From an optimization exercise on the open Yosys and OpenROAD flow, aimed at a short achievable clock period and few clock cycles; shortcuts taken in it are not production practice.
In this exercise RTL edits were held to simulation tests only and were not proved equivalent to the original.
No activity file was given, so power comes from the tool's default toggle rates.

==> design/flow/design.v <==
module ALUcntrl
(
input [3:0] Opcode,
input [3:0] OpcodeExt_ImmHi,
input [15:0] Reg2Data,
input [3:0] Rsrc_ImmLo,
output reg [3:0] ALUctrl,
output reg [15:0] Rsrc_Imm
);
reg [15:0] signExt, zeroExt, shiftExt;
reg [7:0] Imm;
parameter ADDI = 4'b0101;
parameter SUBI = 4'b1001;
parameter CMPI = 4'b1011;
parameter ANDI = 4'b0001;
parameter ORI = 4'b0010;
parameter XORI = 4'b0011;
parameter MOVI = 4'b1101;
parameter LSH= 4'b1000;
parameter LUI = 4'b1111;
parameter ADD = 4'b0101;
parameter SUB = 4'b1001;
parameter CMP = 4'b1011;
parameter AND = 4'b0001;
parameter OR = 4'b0010;
parameter XOR = 4'b0011;
parameter MOV = 4'b1101;
always@(*) begin
	Rsrc_Imm <= 16'b0;
	Imm <= {OpcodeExt_ImmHi[3:0], Rsrc_ImmLo[3:0]};  
	zeroExt <= {8'b00000000, Imm[7:0]};  
	signExt <= {{8{Imm[7]}}, Imm[7:0]};  
	shiftExt <= {{12{Rsrc_ImmLo[3]}}, Imm[3:0]};  
	case(Opcode) 
		ADDI: begin ALUctrl <= 4'b0101; Rsrc_Imm <= signExt; end
		SUBI: begin ALUctrl <= 4'b1001; Rsrc_Imm <= signExt; end
		CMPI: begin ALUctrl <= 4'b1011; Rsrc_Imm <= signExt; end
		ANDI: begin ALUctrl <= 4'b0001; Rsrc_Imm <= zeroExt; end
		ORI: begin ALUctrl <= 4'b0010; Rsrc_Imm <= zeroExt; end
		XORI: begin ALUctrl <= 4'b0011; Rsrc_Imm <= zeroExt; end
		MOVI: begin ALUctrl <= 4'b1101; Rsrc_Imm <= zeroExt; end
		LSH:
			if(OpcodeExt_ImmHi[2])  
			begin
				ALUctrl <= 4'b0100;
			end
		else if (OpcodeExt_ImmHi[0])
			begin
				ALUctrl <= 4'b0111;  
				Rsrc_Imm <= shiftExt;
			end
		else 
			begin
				ALUctrl <= 4'b0000;  
				Rsrc_Imm <= shiftExt;
			end
		LUI:
		begin
			ALUctrl <= 4'b1111; 
			Rsrc_Imm <= {8'b0, Imm[7:0]};
		end
		default: case(OpcodeExt_ImmHi)  
			ADD: begin ALUctrl <= 4'b0101; Rsrc_Imm <= Reg2Data; end
			SUB: begin ALUctrl <= 4'b1001; Rsrc_Imm <= Reg2Data; end
			CMP: begin ALUctrl <= 4'b1011; Rsrc_Imm <= Reg2Data; end
			AND: begin ALUctrl <= 4'b0001; Rsrc_Imm <= Reg2Data; end
			OR: begin ALUctrl <= 4'b0010; Rsrc_Imm <= Reg2Data; end
			XOR: begin ALUctrl <= 4'b0011; Rsrc_Imm <= Reg2Data; end
			MOV: begin ALUctrl <= 4'b1101; Rsrc_Imm <= Reg2Data; end
			default: begin ALUctrl <= 4'b0000; Rsrc_Imm <= Reg2Data; end 
			endcase
		endcase
	end
endmodule
module ALU (
	input clk,
	input Reset,
	input ALUen,
	input [15:0] Rdest,
	input [15:0] Rsrc,
	input [3:0] alucont,
	output reg [15:0] result,
	output reg [15:0] PSR
);
parameter ADD = 4'b0101;
parameter SUB = 4'b1001;
parameter AND = 4'b0001;
parameter OR = 4'b0010;
parameter XOR = 4'b0011;
parameter LSH = 4'b0100;
parameter LSHI = 4'b0000;
parameter RSHI = 4'b0111;
parameter CMP = 4'b1011;
parameter MOV = 4'b1101;
parameter LUI = 4'b1111;
reg [16:0] temp;   
reg [15:0] PSR_next;  
always @(posedge clk) begin
	if (~Reset) PSR <= 16'b0;
	else PSR <= PSR_next & 16'h00E5;
end
always @(*) begin
	result = 16'b0;
	temp = 17'b0;
	PSR_next = PSR;
	if (ALUen) begin
	case (alucont)
		AND: result = Rdest & Rsrc;  
		OR: result = Rdest | Rsrc;   
		XOR: result = Rdest ^ Rsrc;  
		MOV: result = Rsrc; 		 
		ADD: begin
			temp = Rdest + Rsrc;  
			result = temp[15:0];  
			PSR_next[0] = temp[16];  
			PSR_next[5] = (Rdest[15] == Rsrc[15]) && (result[15] != Rdest[15]);  
		end
		SUB: begin
			temp = Rdest + (~Rsrc + 1);  
			result = temp[15:0];  
			PSR_next[0] = temp[16];  
			PSR_next[5] = (Rdest[15] != Rsrc[15]) && (result[15] != Rdest[15]);  
		end
		LSH: begin
			if (Rsrc == 16'b1111111111111111) begin       
				 result = Rdest >> 1;          				 
			end else if (Rsrc == 16'h0001) begin			 
				 result = Rdest << 1;          				 
			end else begin
				 result = Rdest;               				 
			end
      end
		LSHI:begin
			result = Rdest << Rsrc;  
		end
		RSHI:begin
			result = Rdest >> Rsrc;  
		end
		CMP: begin
			temp = Rdest - Rsrc;	 
		   result = 16'b0;
			PSR_next[6] = (temp[15:0] == 16'b0);    
			PSR_next[7] = temp[16];                 
			PSR_next[2] = (temp[15] == 1'b1);       
		end
		LUI:
			result = (Rsrc << 8) | Rdest[7:0];  
		default: result = 16'b0;  
	endcase
	end
end
endmodule
module mux(
input [15:0] data1, data2,
input select,
output [15:0] dataout
);
assign dataout = select ? data1 : data2;
endmodule
module Controller(
input clk,
input Reset,
input [3:0] OpCode,
input [3:0] OpCodeExt_ImmHi,
input [3:0] RSource_ImmLo,     
output reg AluEn,
output reg MemMuxEn,
output reg RegFileEn,
output reg MemWriteEn,
output reg PCEn,
output reg InstrEn,
output reg PCRead,
output reg PCWrite
);
reg [3:0] state;
reg [3:0] NS;
parameter FETCH = 4'b0000;
parameter DECODE = 4'b0001;
parameter MEMEX = 4'b0010;  
parameter ALUEX = 4'b0011;  
parameter REGWB = 4'b0111;
parameter MEMWB = 4'b0100;
parameter JEX = 4'b0101;
parameter JEXWB = 4'b1000;
parameter PCUPDATE = 4'b1111;
parameter MEMTYPE = 4'b0100;
parameter BranchTYPE = 4'b1100;
always @(posedge clk) begin
	if(~Reset)
	begin
	state <= FETCH;
	end
	else state <= NS;
end
always @(*) begin
	NS <= FETCH;
	case(state)
		FETCH:NS<= DECODE;
		DECODE:begin
			case(OpCode)
				MEMTYPE:begin
					if(OpCodeExt_ImmHi == 4'b0000 || OpCodeExt_ImmHi == 4'b0100)begin
					NS <= MEMEX;  
					end
					if(OpCodeExt_ImmHi == 4'b1100 || OpCodeExt_ImmHi == 4'b1000 || OpCodeExt_ImmHi == 4'b1111)begin
					NS <= JEX;  
					end
				end
				BranchTYPE: NS <= JEX;
				default: NS <= ALUEX;
				endcase
		end
		MEMEX:NS <= MEMWB;
		ALUEX:NS <= REGWB;
		REGWB: NS <= JEX;
		MEMWB: NS <= JEX;
		JEX: NS <= JEXWB;
		JEXWB: NS <= PCUPDATE;
		PCUPDATE: NS <= FETCH;
		default:NS <= FETCH;
	endcase
		if(~Reset)
		begin
			NS <= FETCH;
		end
end
always @(*) begin
	AluEn <= 0;
	MemMuxEn <= 0;
	RegFileEn <= 0;
	PCEn <= 0;
	MemWriteEn <= 0;
	InstrEn <= 0;
	PCRead <= 0;
	PCWrite <= 0;
	case(state)
		FETCH:begin
			AluEn <= 0;
			MemMuxEn <= 0;
			RegFileEn <= 0;
			PCEn <= 0;
			MemWriteEn <= 0;
			InstrEn <= 1;
			PCRead <= 1;
			PCWrite <= 0;
		end
		DECODE:begin
		end
		MEMEX: begin
		MemMuxEn <= 1;
		end
		ALUEX:AluEn <= 1;
		MEMWB:begin
			if(OpCode == 4'b0100 && OpCodeExt_ImmHi == 4'b0100) begin
				MemWriteEn <=1;
				RegFileEn <= 0;
			end
			else if(OpCode == 4'b0100 && OpCodeExt_ImmHi == 4'b0000)begin
				MemMuxEn <= 1;
				RegFileEn <= 1;
			end
			else
			RegFileEn <=1;
		end
		REGWB: begin
		if((OpCode == 4'b0000 && OpCodeExt_ImmHi == 4'b1011)||(OpCode == 4'b1011 || (OpCode == 4'b0100 && OpCodeExt_ImmHi == 4'b0100))) RegFileEn <=0;
		else RegFileEn <=1;
		AluEn <= 1;
		end
		JEX: begin
			PCEn <= 1;
		end
		JEXWB: begin
			PCWrite <=1;
			MemWriteEn <= 1;
		end
		PCUPDATE: begin
			PCRead <= 1;
		end
		default: RegFileEn <=0;
		endcase
end
endmodule
module InstrReg(
input clk,
input En,
input [15:0] instruction,
output reg[3:0] opcode,
output reg[3:0] opcodeExt_ImmHi,
output reg[3:0] Rdest,
output reg[3:0] Rsrc_ImmLo
);
always @(posedge clk)
	if(En)begin
		opcode <= instruction[15:12];  
		Rdest <= instruction[11:8];	 
		opcodeExt_ImmHi <= instruction[7:4];	 
		Rsrc_ImmLo <= instruction[3:0];  
	end
endmodule
module PCControl(
input clk, PCen, Reset,
input [15:0] PSR,             
input [15:0] RegData,
input [3:0] dispLo,           
input [3:0] OpcodeExt_dispHi,
input [3:0] CondRlink,        
input [3:0] Opcode,           
output reg [15:0]PC           
);
reg [3:0] RlinkIndex;
reg [15:0] Rlink [7:0];
parameter JUMP = 4'b0100;
parameter BCOND = 4'b1100;
parameter EQ = 4'b0000;  
parameter NE = 4'b0001;  
parameter GE = 4'b1101;  
parameter CS = 4'b0010;  
parameter CC = 4'b0011;  
parameter HI = 4'b0100;  
parameter LS = 4'b0101;  
parameter LO = 4'b1010;  
parameter HS = 4'b1011;  
parameter GT = 4'b0110;  
parameter LE = 4'b0111;  
parameter FS = 4'b1000;  
parameter FC = 4'b1001;  
parameter LT = 4'b1100;  
parameter UC = 4'b1110;  
parameter JAL = 4'b1000;  
parameter JCOND = 4'b1100;  
parameter RET = 4'b1111;  
always @(posedge clk) begin
if(~Reset) begin
	PC <= 16'h0;
	RlinkIndex <= 4'd0;
end
else if(PCen)begin
    case (Opcode)
        JUMP: begin
            case (OpcodeExt_dispHi)
                JAL: begin
						  if (RlinkIndex < 8) begin
								Rlink[RlinkIndex] <= PC + 1'b1;
								RlinkIndex <= RlinkIndex + 1'b1;
							end
                    PC <= RegData;
                end
                JCOND: begin
                    case (CondRlink)
                        EQ: PC <= PSR[6] ? RegData : PC + 1'b1;   
                        NE: PC <= ~PSR[6] ? RegData : PC + 1'b1;  
                        GE: PC <= (PSR[7] | PSR[6]) ? RegData : PC + 1'b1;  
                        CS: PC <= PSR[0] ? RegData : PC + 1'b1;  
                        CC: PC <= ~PSR[0] ? RegData : PC + 1'b1;  
                        HI: PC <= PSR[2] ? RegData : PC + 1'b1;  
                        LS: PC <= ~PSR[2] ? RegData : PC + 1'b1;  
                        LO: PC <= (~PSR[2] & ~PSR[6]) ? RegData : PC + 1'b1;  
                        HS: PC <= (PSR[2] | PSR[6]) ? RegData : PC + 1'b1;  
                        GT: PC <= PSR[7] ? RegData : PC + 1'b1;  
                        LE: PC <= ~PSR[7] ? RegData : PC + 1'b1;  
                        FS: PC <= PSR[5] ? RegData : PC + 1'b1;  
                        FC: PC <= ~PSR[5] ? RegData : PC + 1'b1;  
                        LT: PC <= (~PSR[7] & ~PSR[6]) ? RegData : PC + 1'b1;  
                        UC: PC <= RegData;  
                        default: PC <= PC + 1'b1;  
                    endcase
                end
                RET: begin
					 if(RlinkIndex >0) begin
							RlinkIndex <= RlinkIndex - 1;
                    PC <= Rlink[RlinkIndex - 1];
                end else begin
						 PC <= PC +1;
						 end
					 end
                default: PC <= PC + 1'b1;  
            endcase
        end
        BCOND: begin
            case (CondRlink)
                EQ: PC <= PSR[6] ? PC + {{8{OpcodeExt_dispHi[3]}},OpcodeExt_dispHi[3:0], dispLo[3:0]} : PC + 1'b1;   
                NE: PC <= ~PSR[6] ? PC + {{8{OpcodeExt_dispHi[3]}},OpcodeExt_dispHi[3:0], dispLo[3:0]} : PC + 1'b1;  
                GE: PC <= (PSR[7] | PSR[6]) ? PC + {{8{OpcodeExt_dispHi[3]}},OpcodeExt_dispHi[3:0], dispLo[3:0]} : PC + 1'b1;  
                CS: PC <= PSR[0] ? PC + {{8{OpcodeExt_dispHi[3]}},OpcodeExt_dispHi[3:0], dispLo[3:0]} : PC + 1'b1;  
                CC: PC <= ~PSR[0] ? PC + {{8{OpcodeExt_dispHi[3]}},OpcodeExt_dispHi[3:0], dispLo[3:0]} : PC + 1'b1;  
                HI: PC <= PSR[2] ? PC + {{8{OpcodeExt_dispHi[3]}},OpcodeExt_dispHi[3:0], dispLo[3:0]} : PC + 1'b1;  
                LS: PC <= ~PSR[2] ? PC + {{8{OpcodeExt_dispHi[3]}},OpcodeExt_dispHi[3:0], dispLo[3:0]} : PC + 1'b1;  
                LO: PC <= (~PSR[2] & ~PSR[6]) ? PC + {{8{OpcodeExt_dispHi[3]}},OpcodeExt_dispHi[3:0], dispLo[3:0]} : PC + 1'b1;  
                HS: PC <= (PSR[2] | PSR[6]) ? PC + {{8{OpcodeExt_dispHi[3]}},OpcodeExt_dispHi[3:0], dispLo[3:0]} : PC + 1'b1;  
                GT: PC <= PSR[7] ? PC + {{8{OpcodeExt_dispHi[3]}},OpcodeExt_dispHi[3:0], dispLo[3:0]} : PC + 1'b1;  
                LE: PC <= ~PSR[7] ? PC + {{8{OpcodeExt_dispHi[3]}},OpcodeExt_dispHi[3:0], dispLo[3:0]} : PC + 1'b1;  
                FS: PC <= PSR[5] ? PC + {{8{OpcodeExt_dispHi[3]}},OpcodeExt_dispHi[3:0], dispLo[3:0]} : PC + 1'b1;  
                FC: PC <= ~PSR[5] ? PC + {{8{OpcodeExt_dispHi[3]}},OpcodeExt_dispHi[3:0], dispLo[3:0]} : PC + 1'b1;  
                LT: PC <= (~PSR[7] & ~PSR[6]) ? PC + {{8{OpcodeExt_dispHi[3]}},OpcodeExt_dispHi[3:0], dispLo[3:0]} : PC + 1'b1;  
                UC: PC <= PC + {{8{OpcodeExt_dispHi[3]}},OpcodeExt_dispHi[3:0], dispLo[3:0]};  
                default: PC <= PC + 1'b1;  
            endcase
        end
        default: PC <= PC + 1'b1;  
    endcase
	 end
end
endmodule
module RegFile (
	 input Reset,
    input clk,                     
    input En,                      
    input [3:0] read_addr,         
    input [3:0] readwrite_addr,    
    input [15:0] write_data,       
    output [15:0] read_data1,      
    output [15:0] read_data2       
);
	reg [15:0] registers [15:0];
	integer i;  
always @(posedge clk) begin
        if (!Reset) begin
            for (i = 0; i < 16; i = i + 1) begin
		    registers[i] <= 16'h0000;  
            end
        end 
	else if (En) begin  
            registers[readwrite_addr] <= write_data;  
        end
		  end
 assign read_data2 = registers[read_addr];  
 assign read_data1 = registers[readwrite_addr];  
endmodule
module CPUCore(
input clk,
input Reset,
output wire [15:0] mem_addr,
output wire        mem_we,
output wire [15:0] mem_wdata,
input  wire [15:0] mem_rdata
);
wire[3:0] OpCodeExt_ImmHi;
wire[3:0] OpCode;
wire[3:0] Rdest;
wire[3:0] Rsrc_ImmLo;
wire AluEn;
wire MemMuxEn;
wire RegFileEn;
wire MemWriteEn;
wire PCEn;
wire InstrEn;
wire PCRead;
wire PCWrite;
wire [15:0] PC;
wire[15:0] read_data1;  
wire[15:0] read_data2;
wire [15:0] MemData;
wire [15:0] Rsrc_ImmData;
wire [15:0] ALUResult;
wire [15:0] PSR;
wire [3:0]alucont;
wire [15:0] Mem_a1;
wire [15:0] MemAddr;
wire [15:0] AluMuxOut;
wire [15:0] MemDataFromMux;
assign MemData   = mem_rdata;
assign mem_addr  = MemAddr;
assign mem_we    = MemWriteEn;
assign mem_wdata = MemDataFromMux;
InstrReg InstrReg(
.clk(clk),
.En(InstrEn),
.instruction(MemData),
.opcode(OpCode),
.opcodeExt_ImmHi(OpCodeExt_ImmHi),
.Rdest(Rdest),
.Rsrc_ImmLo(Rsrc_ImmLo)
);
Controller Controller(
	.clk(clk),
	.Reset(Reset),
	.OpCode(OpCode),
	.OpCodeExt_ImmHi(OpCodeExt_ImmHi),
	.RSource_ImmLo(Rsrc_ImmLo),
	.AluEn(AluEn),
	.MemMuxEn(MemMuxEn),
	.RegFileEn(RegFileEn),
	.PCEn(PCEn),
	.PCRead(PCRead),
	.PCWrite(PCWrite),
	.MemWriteEn(MemWriteEn),
	.InstrEn(InstrEn)
);
PCControl PCControl(
	.Reset(Reset),
	.clk(clk),
	.PSR(PSR),
	.PCen(PCEn),
	.RegData(read_data2),
	.dispLo(Rsrc_ImmLo),   
	.OpcodeExt_dispHi(OpCodeExt_ImmHi),
	.CondRlink(Rdest),
	.Opcode(OpCode),  
	.PC(PC)  
);
RegFile RegFile (
	 .Reset(Reset),
    .clk(clk),                 
    .En(RegFileEn),                  
    .read_addr(Rsrc_ImmLo),  
    .readwrite_addr(Rdest),    
    .write_data(AluMuxOut),   
    .read_data1(read_data1),  
    .read_data2(read_data2)   
);
ALUcntrl ALUcntrl
(
	.Opcode(OpCode),
	.OpcodeExt_ImmHi(OpCodeExt_ImmHi),
	.Reg2Data(read_data2),
	.Rsrc_ImmLo(Rsrc_ImmLo),
	.ALUctrl(alucont),
	.Rsrc_Imm(Rsrc_ImmData)
);
ALU ALU (
	.clk(clk),
	.Reset(Reset),
	.ALUen(AluEn),
	.Rdest(read_data1),
	.Rsrc(Rsrc_ImmData),
	.alucont(alucont),
	.result(ALUResult),
	.PSR(PSR)
);
mux muxALu(
.select(MemMuxEn),
.data1(MemData),
.data2(ALUResult),
.dataout(AluMuxOut)
);
mux muxMEM1(
.select(PCWrite),
.data1(16'h8000),
.data2(read_data2),  
.dataout(Mem_a1)
);
mux muxMEM2(
.select(PCRead),
.data1(PC),
.data2(Mem_a1),
.dataout(MemAddr)
);
mux muxMEMdata(
.select(PCWrite),
.data1(PC),
.data2(read_data1),
.dataout(MemDataFromMux)
);
endmodule
==> design/flow/run.sh <==
#!/bin/bash
# synth_recipe.tcl (not shown) runs the flow's synth.tcl, then flattens the netlist and writes it again
# the make line also repeats each setting of config.mk as NAME=value (left out here)
make -C /OpenROAD-flow-scripts/flow DESIGN_CONFIG=/design/flow/config.mk WORK_HOME=/design/flow/orfs CLKGATE_MAP_FILE= SYNTH_SCRIPT=/design/flow/synth_recipe.tcl finish
==> design/flow/config.mk <==
export PLATFORM = sky130hd
export DESIGN_NAME = CPUCore
export DESIGN_NICKNAME = CPUCore
export VERILOG_FILES = /design/flow/design.v
export SDC_FILE = /design/flow/constraint.sdc
export NUM_CORES = 4
export LEC_CHECK = 0
export CAP_MARGIN = 20
export CORE_MARGIN = 2
export CORE_UTILIZATION = 40
export PLACE_DENSITY = 0.6
export SLEW_MARGIN = 20
==> design/flow/constraint.sdc <==
create_clock -name core_clock -period 8.0 [get_ports {clk}]
set_input_delay 1.6000 -clock core_clock [delete_from_list [all_inputs] [get_ports {clk}]]
set_output_delay 1.6000 -clock core_clock [all_outputs]
set_load 0.01 [all_outputs]
==> out/results.ini <==
[worst_setup_path]
path_class=reg -> reg
setup.worst_path.start_class=flip-flop
end_kind=flip-flop
cp_top_family=compound AO/OA/AOI/OAI gates
cp_slowest_cell=a2111oi_0
r2r-start=InstrReg.opcode[1]
cp_max_fo=20
required_ns=8.31
slowest_delay_ns=0.96
arrival_ns=7.03
startpoint=InstrReg.opcode[1]
path_cells=nor2b_1, a2111oi_0, o2111ai_1, and2_1, inv_1, buf_4, ha_1, a2111oi_0, buf_4, o31ai_1, nor4_1, o41ai_1, and2_1, nor4_1, o21ai_0, a41o_1, nor2_1
path_buf_inv=3

[route]
wl_per_cell_um=33.26
viasPerCell=6.917
ant_nets=0
drcViolationCount=0
drt_iter0_drc=4574
routed_wl_um=139000
drtPass1Iterations=9
vias=28913

[synth]
synth_cell_types=94
synth_top_area_cell=edfxtp_1
yosysWarnings=6
synthFlopType=edfxtp_1
synth_top_area_share_pct=39.02
avgSynthCellArea_sq_um=9.834
synth_edf_count=400
ys_top_cells_by_area=edfxtp_1 (39%), mux4_2 (12%), nor2_1 (5.6%)
syn_inst=3130
syn-num-nets=3206
async_flop_share_pct=0
synth-seq-cells=437
syn-cell-area_sq_um=30780
yosysSeqAreaShare_pct=41.43

[die]
io_pins=51
fp.dieW_um=281.4
initial_utilization_pct=40.46
die_area_sq_um=79180
die_y_um=281.4
num_rows=101
core_area_sq_um=76080

[timing]
fmax_mhz=148.8
tns_ns=0
clock_skew_ns=0.06222
relSlewSlack_pct=17.09
hold_viol=0
maxSlewViolCount=0
min_period_ns=6.720
setup_viol=0
rsz0062_at_grt=no
tightest_slew_ns=1.241
period_share_pct=84.01

[placed_design]
dp.cells=4092
port_buffers=50
placed_cell_area_sq_um=32500
gp_congestion=1.016
hpwl_um=98600

[layout]
final_common_cell=nor2_1
final_util_pct=44.74
fillers=7238
layout-drive-gt1-share_pct=14.29
finalInstanceArea_sq_um=34040
layoutNonFillerInstCount=4180
layout.nets=3188
syn_to_final_growth_pct=10.58
mostFrequentLayoutCells=nor2_1 (458), edfxtp_1 (400), nand2_1 (327)

[clock_tree]
holdBufCountCts=0
ctsHtreeMaxLevel=2
cts.sinks=437
cts_setup_buffers=0
clk_pin_slew_ns=0.06
cts_max_path_buffers=3
cts_buffers=48
cts-root-buf=clkbuf_16
cts_resized=0
cts_tree=done
clk_latency_ns=0.65

[global_route]
grt_max_degree=50
overflow=0
track_usage_pct=34.41
grt_pass1_vias=27109
antenna_found_initial=8
grt_first_pass_wirelength_um=196400

[min_path]
worstHoldPathType=reg -> reg
min_from=PCControl.RlinkIndex[1]

[pwr]
leakage_nw=11.83
powerDensity_nw_per_um2=313.1
ir_drop_mv=0.2025

[run_status]
status=no timing/DRC/antenna violations

[job]
maxCapViolCount=0

-- area by class of cell --
type                       instances  area, sq um  share of cell area, %
sequential                       437        12770                  37.51
timing repair buffer             179         1464                  4.301
tap                             1030         1289                  3.786
clock inverter                    26        270.3                 0.7940
inverter                          73        274.0                 0.8051
antenna                            1        2.502               0.007352
clock buffer                      61         1250                  3.672
multi-input combinational       2373        16720                  49.12
-- through the flow --
step                      hold WS, ns  setup slack, ns  total power, W
final                          0.6225            1.280         0.01066
after global routing           0.6370            1.104         0.01099
after CTS                      0.6163            1.532         0.01045
after detailed placement       0.5985            1.563        0.008293
after global placement         0.5810            1.646        0.008311
after floorplan                0.5053            2.079        0.006253
-- registers in the layout, indices dropped and copies added, names as in the netlist, named ones only --
name                      flops
Controller.state              4
PCControl.Rlink             128
InstrReg.Rdest                4
InstrReg.opcode               4
InstrReg.Rsrc_ImmLo           4
RegFile.registers           256
ALU.PSR                       5
PCControl.PC                 16
InstrReg.opcodeExt_ImmHi      4
PCControl.RlinkIndex          4
-- final timing paths --
path / slack, ns / depth (start not counted) / to
worst min register to register: 0.62 / 2 / PCControl.RlinkIndex[1]
worst min-delay path: 0.62 / 2 / PCControl.RlinkIndex[1]
worst max register to register: 1.28 / 17 / RegFile.registers[0][15]
worst max-delay path: 1.28 / 17 / RegFile.registers[0][15]
-- routing by layer --
layer / vias to the layer above / share of wire [%] / wire (um) / GRT usage, %
met5: - / 0.017 / 24 / 0
met1: 14301 / 39 / 54690 / 47.17
met4: 4 / 5.3 / 7327 / 15.85
li1: 11965 / - / - / -
met3: 427 / 12 / 17350 / 8.808
met2: 2216 / 43 / 59640 / 51.12
-- synthesized netlist by cell type, types with 13 or more instances --
cell type    n
mux2_2      25
nor3_1      90
nand2_1    331
buf_1       19
o21ai_0    216
mux2i_1     72
a21o_1      20
o221ai_1    25
nand2b_1    27
and2_1      23
nand4_1     36
edfxtp_1   400
ha_1        56
xnor2_1     34
a31oi_1     41
o21bai_1    14
a22oi_1     24
a221oi_1    42
o211ai_1    22
a22o_1      18
buf_6       16
nor2b_1     16
inv_1       66
xor2_1      14
and3_1      23
a211oi_1    27
a21oi_1    195
nand3_1     68
o2111ai_1   13
buf_2       32
clkbuf_1   169
or3_1       14
mux4_2     162
nor2_1     460
o22ai_1     29
dfxtp_1     37
nor4_1      24
-- report_power, final --
group / internal (W) / total [W] / switching (W)
clock: 0.00119 / 0.00216 / 0.000977
combinational: 0.00192 / 0.00568 / 0.00376
sequential: 0.00259 / 0.00281 / 0.000226
total: 0.00569 / 0.0107 / 0.00496
-- logic make-up after synthesis --
kind of cell,after synthesis,share of synthesized area (%)
and+or+nand+nor,1167,16.97
DFF,437,41.43
buffers and inverters,320,4.557
muxes,260,15.18
xor gates and xnor gates,48,1.366
adders and majority gates,58,2.407
AOI/OAI and AO/OA,840,18.09
-- worst register-to-register path: stages (launching register included) --
cell and delay [ns]:
edfxtp_1 0.74, nor2b_1 0.22, a2111oi_0 0.96, o2111ai_1 0.41
and2_1 0.43, inv_1 0.15, buf_4 0.28, ha_1 0.33
a2111oi_0 0.10, buf_4 0.15, o31ai_1 0.41, nor4_1 0.14
o41ai_1 0.63, and2_1 0.26, nor4_1 0.06, o21ai_0 0.25
a41o_1 0.81, nor2_1 0.12
Testbench counts, summed over its fixed seeds: cycles 635,459.

re-timing with driven ports:
Ports are ideal in the flow. The routed layout listed here was re-timed in OpenROAD. Step 1, drivers: a clkbuf_16 drives clk and a buf_2 each remaining input, both assumed. Step 2 moves the port delays by t, midway between the first and last clock arrival at a register: inputs arrive t later, outputs are due t later. That takes back most of the time a late clock gives input paths. a / b / c = ideal ports / drivers / drivers and shift; a / b = the first two.
t, ns: 0.678
setup slack, ns: 1.279 / 1.279 / 1.279
hold slack, ns: 0.622 / 0.622 / 0.622
latest minus earliest clock arrival (ns): 0.062 / 0.062
pins driven straight from the clock port: 1
After both steps setup and hold are still met in this run. The setup slack of this run moves by 0.000 ns with the drivers and by 0.000 ns with both steps.
